What follows belongs to an exercise in optimizing a design on an open flow for small area, a short achievable clock period and few clock cycles per item; a production flow would make more cautious choices. RTL that was checked went through simulation tests only; none was proved equivalent to the original.

Design kitten_fabric_tile, start of the top module:
module kitten_fabric_tile #(
    parameter N_PRE       = 4096,
    parameter N_POST      = 4096,
    parameter ADDRW_PRE   = 13,
    parameter ADDRW_CSR   = 18,
    parameter ADDRW_POST  = 12,
    parameter PACK_WIDTH  = 8,
    parameter BRAM_DELAY  = 1
) (
    input  wire                  clk,
    input  wire                  rst,
    input  wire                  i_step_start,
    input  wire                  i_proj_done,
    output wire                  o_step_done,
    input  wire                  i_pre_spike_valid,
    input  wire [15:0]           i_pre_spike_idx,
    input  wire                  i_pre_spike,
    output wire                  o_pre_spike_ready,
    output wire                  o_post_spike_valid,
    output wire [PACK_WIDTH-1:0] o_post_spike_data,
    input  wire                  i_post_spike_ready,
    output wire [ADDRW_PRE-1:0]  o_indptr_addr,
    input  wire [31:0]           i_indptr_data,
    output wire [ADDRW_CSR-1:0]  o_indices_addr,
    input  wire [31:0]           i_indices_data,
    output wire [ADDRW_CSR-1:0]  o_values_addr,
    input  wire [15:0]           i_values_q_data,
    input  wire [15:0]           i_scale_q,
    output wire [ADDRW_POST-1:0] o_I_addr,
    output wire                  o_I_we,
    output wire [31:0]           o_I_din,
    input  wire [31:0]           i_I_dout,
    output wire [ADDRW_POST-1:0] o_v_addr,
    output wire                  o_v_we,
    output wire [31:0]           o_v_din,
    input  wire [31:0]           i_v_dout,
    input  wire [15:0]           i_alpha,
    input  wire [15:0]           i_v_th
);
    localparam [1:0] F_IDLE = 2'd0;    
    localparam [1:0] F_P0   = 2'd1;    
    localparam [1:0] F_P1   = 2'd2;    
    localparam [1:0] F_IT   = 2'd3;    
    reg         proj, pop, done;    
    reg  [1:0]  fe;
    reg         ph;
    reg         rdy;
    reg  [12:0] pa;          
    reg  [18:0] k;           
    reg  [18:0] kend;        
    reg         sp;          
    reg  [2:0]  ev;          
    reg  [3:0]  sv;          
    reg  [7:0]  NEG, ONE, TWO;    
    reg  [16:0] B;           
    reg  [15:0] vh;
    reg  [32:0] S, C;        
    reg         c14;         
    reg         phm, phs, phc, phd, phe;    
    reg  [31:0] rd;          
    reg  [31:0] acc;
    reg  [31:0] D;           
  ...
For scale: roughly 330 flip-flops, about 370 I/O pins, roughly 24,000 µm² of cells after synthesis.
clock: 14.0 ns
lec_check: 0
cap_margin: 40
core_margin: 2
core_utilization: 55
slew_margin: 60
standard.sh (not shown) runs the stock make flow with config.mk's settings and CLKGATE_MAP_FILE= SYNTH_SCRIPT=/design/flow/synth_recipe.tcl, a recipe that flattens the netlist after the stock synthesis.
==> flow/flow/run.sh <==
#!/bin/bash
# Standard layout with plain buffers on the ports; timing repair aims
# SETUP_MARGIN ns beyond the clock period.
set -o pipefail
export BUFFER_PORTS_ARGS="-buffer_cell sky130_fd_sc_hd__buf_1"
bash standard.sh SETUP_SLACK_MARGIN=9.5 finish 2>&1 | tee standard_flow.log
Testbench counts at the start, summed over its fixed seeds: cycles 332,068, steps 24.
Change:
--- a/flow/design.v
+++ b/flow/design.v
@@ -299,22 +299,23 @@
     localparam [1:0] F_P0   = 2'd1;    
     localparam [1:0] F_P1   = 2'd2;    
     localparam [1:0] F_IT   = 2'd3;    
     reg         proj, pop, done;    
     reg  [1:0]  fe;
     reg         ph;
     reg         rdy;
     reg  [12:0] pa;          
     reg  [18:0] k;           
     reg  [18:0] kend;        
     reg         sp;          
+    reg         izero;       
     reg  [2:0]  ev;          
     reg  [3:0]  sv;          
     reg  [7:0]  NEG, ONE, TWO;    
     reg  [16:0] B;           
     reg  [15:0] vh;
     reg  [32:0] S, C;        
     reg         c14;         
     reg         phm, phs, phc, phd, phe;    
     reg  [31:0] rd;          
     reg  [31:0] acc;
     reg  [31:0] D;           
@@ -329,23 +330,23 @@
     assign o_step_done        = done;
     assign o_pre_spike_ready  = rdy;
     assign o_post_spike_valid = owv;
     assign o_post_spike_data  = ow;
     assign o_indptr_addr      = pa;
     assign o_indices_addr     = k[17:0];
     assign o_values_addr      = k[17:0];
     assign o_I_addr           = AD;
     assign o_v_addr           = AD;
     assign o_I_we             = I_we;
     assign o_v_we             = v_we;
-    assign o_I_din            = D & {32{proj}};
+    assign o_I_din            = izero ? 32'd0 : D;
     assign o_v_din            = D;
     wire [18:0] k1       = k + 19'd1;
     wire        hasr     = (k != kend);
     wire        lastr    = (k1 == kend);
     wire        issue    = !ph && ((fe == F_P1) || ((fe == F_IT) && hasr));
     wire        kill     = (fe == F_IT) && ph && sp && !hasr;
     wire        acc_ev   = i_pre_spike_valid && rdy &&
                            (proj || (idle && i_step_start));
     wire        proj_idle = (fe == F_IDLE) && !(|ev) && !I_we;
     wire        go_pop    = proj && proj_idle && pdv;
     wire [32:0] s_n, c_n;
@@ -381,22 +382,23 @@
             pop  <= 1'b0;
             done <= 1'b0;
             fe   <= F_IDLE;
             ph   <= 1'b0;
             phm  <= 1'b0;
             phs  <= 1'b0;
             phc  <= 1'b0;
             phd  <= 1'b0;
             phe  <= 1'b0;
             rdy  <= 1'b1;
             sp   <= 1'b0;
+            izero <= 1'b0;
             ev   <= 3'd0;
             sv   <= 4'd0;
             I_we <= 1'b0;
             v_we <= 1'b0;
             owv  <= 1'b0;
             pdv  <= 1'b0;
         end else begin
             pdv <= i_proj_done && !i_pre_spike_valid;
             ph  <= !ph;
             phm <= !phm;
             phs <= !phs;
@@ -406,22 +408,23 @@
             ev <= {ev[1], ev[0] && !kill, issue};
             if (idle && i_step_start) proj <= 1'b1;
             if (go_pop) begin
                 proj <= 1'b0;
                 pop  <= 1'b1;
             end
             if (pop && k[12] && !(|sv) && !v_we && !owv) begin
                 pop  <= 1'b0;
                 done <= 1'b1;
             end
             if (done && !i_step_start) done <= 1'b0;
+            izero <= pop || go_pop;
             case (fe)
                 F_P0: fe <= F_P1;
                 F_P1: begin
                     fe <= F_IT;
                     sp <= !ph;
                 end
                 F_IT: begin
                     if (!ph) begin
                         if (rdy) fe <= F_IDLE;
                     end else begin
                         sp <= 1'b0;
@@ -456,23 +459,23 @@
                     v_we <= sv[3];
                 end
             end else begin
                 I_we <= ph ? ev[2] : 1'b0;
                 v_we <= 1'b0;
                 sv   <= 4'd0;
             end
             if (owv && i_post_spike_ready) owv <= 1'b0;
         end
     end
     always @(posedge clk) begin
-        pa <= rdy ? i_pre_spike_idx[12:0] : pa + 13'd1;
+        pa <= (fe == F_P0) ? pa + 13'd1 : i_pre_spike_idx[12:0];
         if (go_pop)
             k <= 19'd0;
         else if (pop) begin
             if (ph && rd_issue) k <= k1;
         end else if (fe == F_P0)
             k <= i_indptr_data[18:0];
         else if ((fe == F_IT) && (ph ? (sp && hasr) : hasr))
             k <= k1;
         if (pop)
             kend <= {3'd0, i_v_th};
         else if (fe == F_P1)
=>
- utilization increases by 0.20 points
- count of clock-buffer cells in the layout climbs by 5
- die area grows by 0.54%
- hold slack gains 6.1 ps
- clock skew stays flat
- synthesized area grows by 0.56%
- worst setup slack improved by 41 ps
- final area increases by 0.54%
- final cell count is about the same
Only the layout flow was run in the second run of this note; the RTL was not checked for function there.

==> port drivers added, routing unchanged <==
How much do the figures lean on ideal ports? The routed layouts below were timed once more, with nothing changed but the port constraints.
Step 1 (the two cells are an assumption about what drives the block):
set clk [get_ports {clk}]
set_driving_cell -lib_cell sky130_fd_sc_hd__clkbuf_16 $clk
set_driving_cell -lib_cell sky130_fd_sc_hd__buf_2 [delete_from_list [all_inputs] $clk]
Step 2 also shifts input and output timing later by t, the mid clock arrival at the registers, as if the neighbouring blocks saw the same clock.
Three values: ideal ports, drivers, drivers and shift; two values: the first two.
run | t (ns) | slack for setup (ns) | clock arrival spread, ns | worst data-port slew with drivers (ns) | cell pins on the clock port's net
the first run | 0.621 | 9.564 / 9.503 / 9.565 | 0.019 / 0.019 | 0.06 | 1
the second run | 0.628 | 9.605 / 9.548 / 9.626 | 0.017 / 0.016 | 0.07 | 1
After both steps setup and hold are still met in every run listed.
